Background: an optimization exercise with open tools, aiming at small area and a short achievable clock period. Do not read the settings as production practice.
In this exercise RTL edits were held to simulation tests only and were not proved equivalent to the original.
Power and IR drop assume default switching activity.

==> flow/design.v, too long to show whole: its modules and the start of the top module <==
// module fa: 4 lines
// module han: 4 lines
// module ginv: 1 lines
// module gnand2: 1 lines
// module gnor2: 1 lines
// module gand2: 1 lines
// module gor2: 1 lines
// module gxor2: 1 lines
// module gxnor2: 1 lines
// module gaoi21: 1 lines
// module goai21: 1 lines
// module circuit: 2547 lines
module circuit (
  output [47:0] p,
  input  [17:0] a, b, d,
  input  [47:0] c,
  input  clk, rstn);
  // ...
==> flow/flow/run.sh <==
#!/bin/bash
# Standard layout, with the port buffers made of buf_2 cells instead of the default delay buffer.
set -euo pipefail
export BUFFER_PORTS_ARGS="-buffer_cell sky130_fd_sc_hd__buf_2"
bash standard.sh > standard.log 2>&1
==> flow/standard.sh <==
#!/bin/bash
# synth_recipe.tcl (not shown) runs the flow's synth.tcl, then flattens the netlist and writes it again
# the make line also repeats each setting of config.mk as NAME=value (left out here)
make -C /OpenROAD-flow-scripts/flow DESIGN_CONFIG=/design/flow/config.mk WORK_HOME=/design/flow/orfs CLKGATE_MAP_FILE= SYNTH_SCRIPT=/design/flow/synth_recipe.tcl "${@:-finish}"
==> flow/config.mk <==
export PLATFORM = sky130hd
export DESIGN_NAME = circuit
export DESIGN_NICKNAME = circuit
export VERILOG_FILES = /design/flow/design.v
export SDC_FILE = /design/flow/constraint.sdc
export NUM_CORES = 4
export LEC_CHECK = 0
export CAP_MARGIN = 20
export CORE_MARGIN = 2
export CORE_UTILIZATION = 75
export CTS_CLUSTER_DIAMETER = 80
export CTS_CLUSTER_SIZE = 25
export PLACE_DENSITY = 0.8
export SETUP_SLACK_MARGIN = 4.6
export SLEW_MARGIN = 20
export SYNTH_HIERARCHICAL = 1
==> flow/constraint.sdc <==
create_clock -name core_clock -period 7.0 [get_ports {clk}]
set_input_delay 1.4000 -clock core_clock [delete_from_list [all_inputs] [get_ports {clk}]]
set_output_delay 1.4000 -clock core_clock [all_outputs]
set_load 0.01 [all_outputs]
==> flow_metrics.env, run 1 <==
export IMPL_yosysSeqAreaShare_pct=40.4
export IMPL_pg_clk_mw=1.27
export IMPL_grt_pass1_wl_mm=73.7
export IMPL_run_status="timing/DRC/antenna clean"
export IMPL_synth_compound_area_share_pct=5.49
export IMPL_fin_setup_tns_ps=0
export IMPL_rows=59
export IMPL_seqCellArea_sq_um=8260
export IMPL_cts_tree="done"
export IMPL_post_route_period_util_pct=34.9
export IMPL_drive_gt1_share_pct=18.4
export IMPL_pwr_share_comb_pct=51.1
export IMPL_slowest_delay_ps=640
export IMPL_syn_area_sq_um=20100
export IMPL_ir_drop_mv=0.318
export IMPL_clock_latency_ps=560
export IMPL_final_clkbuf_count=22
export IMPL_n_all_inverters=126
export IMPL_ctsResizeCount=81
export IMPL_cts_buffer_depth=3
export IMPL_maxCapViolCount=0
export IMPL_nWellTaps=335
export IMPL_die_y_um=168
export IMPL_worst_r2r_endpoint="t_r_22_5$_DFF_P_"
export IMPL_postPlaceCellArea_sq_um=20800
export IMPL_layout_cells_non_filler=2290
export IMPL_wl_per_cell_um=21.0
export IMPL_yosysMostFrequentCell="nand2_1"
export IMPL_dieArea_sq_um=28100
export IMPL_pwr_share_clk_pct=12.7
export IMPL_rsz0062_at_grt="yes"
export IMPL_gr_max_usage_layer="met2"
export IMPL_grt_pass1_vias=14354
==> inputs of run 2 (changes only) <==
--- a/flow/config.mk
+++ b/flow/config.mk
@@ -7,10 +7,9 @@
 export LEC_CHECK = 0
 export CAP_MARGIN = 20
 export CORE_MARGIN = 2
-export CORE_UTILIZATION = 75
+export CORE_UTILIZATION = 65
 export CTS_CLUSTER_DIAMETER = 80
 export CTS_CLUSTER_SIZE = 25
-export PLACE_DENSITY = 0.8
 export SETUP_SLACK_MARGIN = 4.6
 export SLEW_MARGIN = 20
 export SYNTH_HIERARCHICAL = 1
==> flow_metrics.env, run 2 <==
export IMPL_run_status="timing/DRC/antenna clean"
export IMPL_cp_required_ps=5600
export IMPL_num_nets_final=2363
export IMPL_die_y_um=180
export IMPL_intPower_mw=5.92
export IMPL_viasPerCell=5.40
export IMPL_gp_congestion=0.894
export IMPL_cts_buffers=21
export IMPL_largest_register="p_r"
export IMPL_syn_inst=1838
export IMPL_antennaDiodeCount=0
export IMPL_cts_buffer_depth=3
export IMPL_maxSlewViolCount=0
export IMPL_clock_sinks=405
export IMPL_wl_per_cell_um=19.1
export IMPL_io_pins=152
export IMPL_postPlaceCellArea_sq_um=20900
export IMPL_worstPathArrival_ps=980
export IMPL_drtPass1Iterations=5
export IMPL_dp_hpwl_mm=33.1
export IMPL_layout_common_cells="nand2_1 (424), dfxtp_1 (350), fa_1 (306)"
export IMPL_drive_gt1_share_pct=17.8
export IMPL_grt_pass1_vias=13569
export IMPL_nFillCells=2208
export IMPL_dieArea_sq_um=32300
export IMPL_yosysSeqAreaShare_pct=40.4
export IMPL_antenna_found_initial=1
export IMPL_drc=0
export IMPL_crit_path_cell_trace="buf_2"
export IMPL_drt_initial_drc_count=930
export IMPL_layout_commonest_cell="nand2_1"
export IMPL_synthArstFlopShare_pct=0
export IMPL_grt_pass1_wl_mm=71.8
export IMPL_r2r_start="s_r[10]$_DFF_P_"
export IMPL_yosysUniqueCellTypes=23
export IMPL_critPathSlowestCell="dfxtp_1"
export IMPL_ant_nets=0
export IMPL_synthTopCellsByCount="nand2_1 (424), dfxtp_1 (405), fa_1 (306)"
export IMPL_syn_area_sq_um=20100
export IMPL_synth_seq_cells=405
export IMPL_synth_avg_cell_area_sq_um=10.9
export IMPL_crit_family="flip-flops"
export IMPL_hold_viol_final=0
export IMPL_largest_reg_flops=48
export IMPL_post_route_period_util_pct=34.1
export IMPL_min_to="g_r_1$_DFF_P_"
export IMPL_holdCritStartpoint="t_r_1_0$_DFF_P_"
export IMPL_finalInstanceArea_sq_um=21900
export IMPL_leakage_nw=9.14
export IMPL_relSlewSlack_pct=62.9
export IMPL_syn_nets=2265
export IMPL_finalWirelength_mm=44.6
export IMPL_clock_latency_ps=540
export IMPL_holdPathStages=0
export IMPL_io_buffers=151
export IMPL_clock_skew_ps=26.0
export IMPL_synth_edf_count=0
export IMPL_power_density_nw_per_um2=448
export IMPL_yosysMostFrequentCell="nand2_1"
export IMPL_pwr_share_clk_pct=13.5
export IMPL_synthFlopType="dfxtp_1"
export IMPL_overflow=0
export IMPL_maxCapViolCount=0
export IMPL_critPathLaunchType="register"
export IMPL_clk_pin_slew_ps=90
export IMPL_slowest_delay_ps=330
export IMPL_endpoint_kind="output pin"
export IMPL_ir_drop_mv=0.293
export IMPL_switching_power_mw=3.91
export IMPL_core_sq_um=30500
export IMPL_p_seq_share_pct=37.1
export IMPL_crit_type="reg -> out"
export IMPL_synth_area_leader_cell="dfxtp_1"
export IMPL_floorplan_initialDensity_pct=65.8
export IMPL_vias=12615
export IMPL_ys_warnings_count=7
export IMPL_syn2layout_area_growth_pct=9.35
export IMPL_power_mw=9.83
export IMPL_grt_max_degree=41
export IMPL_reg_largest_list="p_r: 48 flops, cn_r: 37 flops, s_r: 19 flops"
export IMPL_worst_r2r_endpoint="t_r_18_5$_DFF_P_"
export IMPL_tightest_slew_ps=556
export IMPL_pwr_share_comb_pct=49.3
export IMPL_cts_tree="done"
export IMPL_rsz0062_at_grt="yes"
export IMPL_rows=64
export IMPL_fin_crit_ps=2380
export IMPL_die_w_um=180
export IMPL_hold_class="reg -> reg"
export IMPL_setup_violations=0
export IMPL_r2r_setup_slack_ps=4660
export IMPL_fin_setup_tns_ps=0
export IMPL_cp_num_buf_inv=1
export IMPL_ys_top_cells_by_area="dfxtp_1 (40%), fa_1 (31%), nand2_1 (7.9%)"
export IMPL_r2r_cells=4
export IMPL_fmax_ghz=0.419
export IMPL_yosysTopAreaCellShare_pct=40.4
export IMPL_cts_root_buf="clkbuf_16"
export IMPL_track_usage_pct=28.4
export IMPL_htreeDepth=1
export IMPL_switching_share_pct=39.7
export IMPL_cp_max_fo=1
export IMPL_ctsHoldBuffers=0
==> run 2: cell counts after synthesis <==
No cell type changed its count.
==> run 2: kinds of logic (layout without fill, tap and decap cells) <==
| kind of cell | Yosys count | in the layout | synth area share [%] |
|---|---|---|---|
| xor+xnor | 83 | 84 | 3.62 |
| compound gates | 154 | 154 | 5.49 |
| simple gates | 661 | 661 | 14.3 |
| buf+inv | 210 | 312 | 4.53 |
| flops | 405 | 405 | 40.4 |
| fa+ha+maj | 323 | 323 | 31.6 |
| other cells | 2 | 2 | 0.0374 |
==> run 2: worst register-to-register path, stage by stage, from the launching register on <==
cell	delay [ps]
dfxtp_4	550
nand2_1	150
fa_1	470
fa_1	560
fa_1	500
==> run 2: per-module statistics from Yosys (local to each module, per instance) <==
module   flip-flops and latches  cells inside  times used
circuit                     405           977           1
fa                            0             1         306
gand2                         0             1          36
gaoi21                        0             1          88
ginv                          0             1          21
gnand2                        0             1          79
gnor2                         0             1          72
goai21                        0             1          66
gor2                          0             1          36
gxnor2                        0             1          19
gxor2                         0             1          53
han                           0             5          17
==> run 2: worst max-delay path by stage <==
stage                            start                 end  cells after the start  slack (ps)
detailed placement     s_r[10]$_DFF_P_    t_r_18_5$_DFF_P_                      4        4170
CTS                    s_r[12]$_DFF_P_    t_r_20_5$_DFF_P_                      4        4590
floorplan                         d[0]     s_r[16]$_DFF_P_                      6        4610
finish              p_r[11]$_SDFF_PN0_               p[11]                      1        4620
global route             g_r_4$_DFF_P_  p_r[42]$_SDFF_PN0_                     12        4530
global placement       s_r[13]$_DFF_P_    t_r_20_5$_DFF_P_                      4        4200
==> run 2: area by class of cell <==
class                      instances  area (sq um)  share of cell area [%]
clock buffer                      23           543                    2.47
clock inverter                     5          75.1                   0.342
inverter                         126           473                    2.16
multi-input combinational       1224         11200                    50.9
sequential                       405          8260                    37.6
tap                              396           495                    2.26
timing repair buffer             158           938                    4.28
==> run 2: through the flow <==
| step | util (%) | cells | hold WS [ps] | setup WS, ps |
|---|---|---|---|---|
| after floorplan | - | 1838 | 310 | 4610 |
| after global placement | 68.6 | 2306 | 310 | 4200 |
| after detailed placement | 68.6 | 2306 | 313 | 4170 |
| after CTS | 71.0 | 2334 | 334 | 4590 |
| after global routing | 71.9 | 2337 | 343 | 4530 |
| final | 71.9 | 2337 | 330 | 4620 |
==> run 2: metal layers <==
metal  vias to the layer above  GRT usage (%)  share of wire (%)  wire [um]
met1                      6140           38.8                 41      18300
li1                       5748              -                  -          -
met5                         -              0              0.029         13
met4                         2           7.45                2.6       1150
met3                       112           4.86                8.4       3740
met2                       613           47.7                 48      21400
==> run 2: what timing repair did <==
item                       in CTS  in global routing
setup endpoints to repair      88                 62
cloned                          0                  1
pin swaps                       1                  5
buffers inserted                0                  2
gates resized for setup        63                 63
==> run 2: power groups by stage <==
stage	Combinational (mW)	Sequential [mW]	Clock (mW)
3_3_place_gp	4.54	3.65	0
5_1_grt	5.55	3.71	1.45
6_report	4.85	3.65	1.33
4_1_cts	4.79	3.63	1.36
3_5_place_dp	4.75	3.67	0
2_1_floorplan	3.54	3.37	0

[re-timing with driven ports]
Ports are ideal in the flow. The routed layouts listed here were re-timed in OpenROAD.
Step 1, drivers: a clkbuf_16 drives clk and a buf_2 each remaining input, both assumed.
Step 2 times the ports against the registers' clock, not the clock port: input delays grow and output delays shrink by t, the midpoint of the rising clock arrivals with the driver on.
a / b / c = no drivers / after step 1 / after step 2; a / b = the first two.
run	shift t [ns]	slack for setup (ns)	hold slack, ns	clock arrival spread, ns	pins driven straight from the clock port
run 1	0.591	4.557 / 4.543 / 4.083	0.329 / 0.329 / 0.329	0.031 / 0.031	1
run 2	0.578	4.616 / 4.563 / 4.284	0.330 / 0.330 / 0.330	0.027 / 0.028	1
After both steps every run listed still meets setup and hold. For run 1, which loses most, drivers alone change the setup slack by -0.014 ns; drivers and shift together by -0.474 ns.
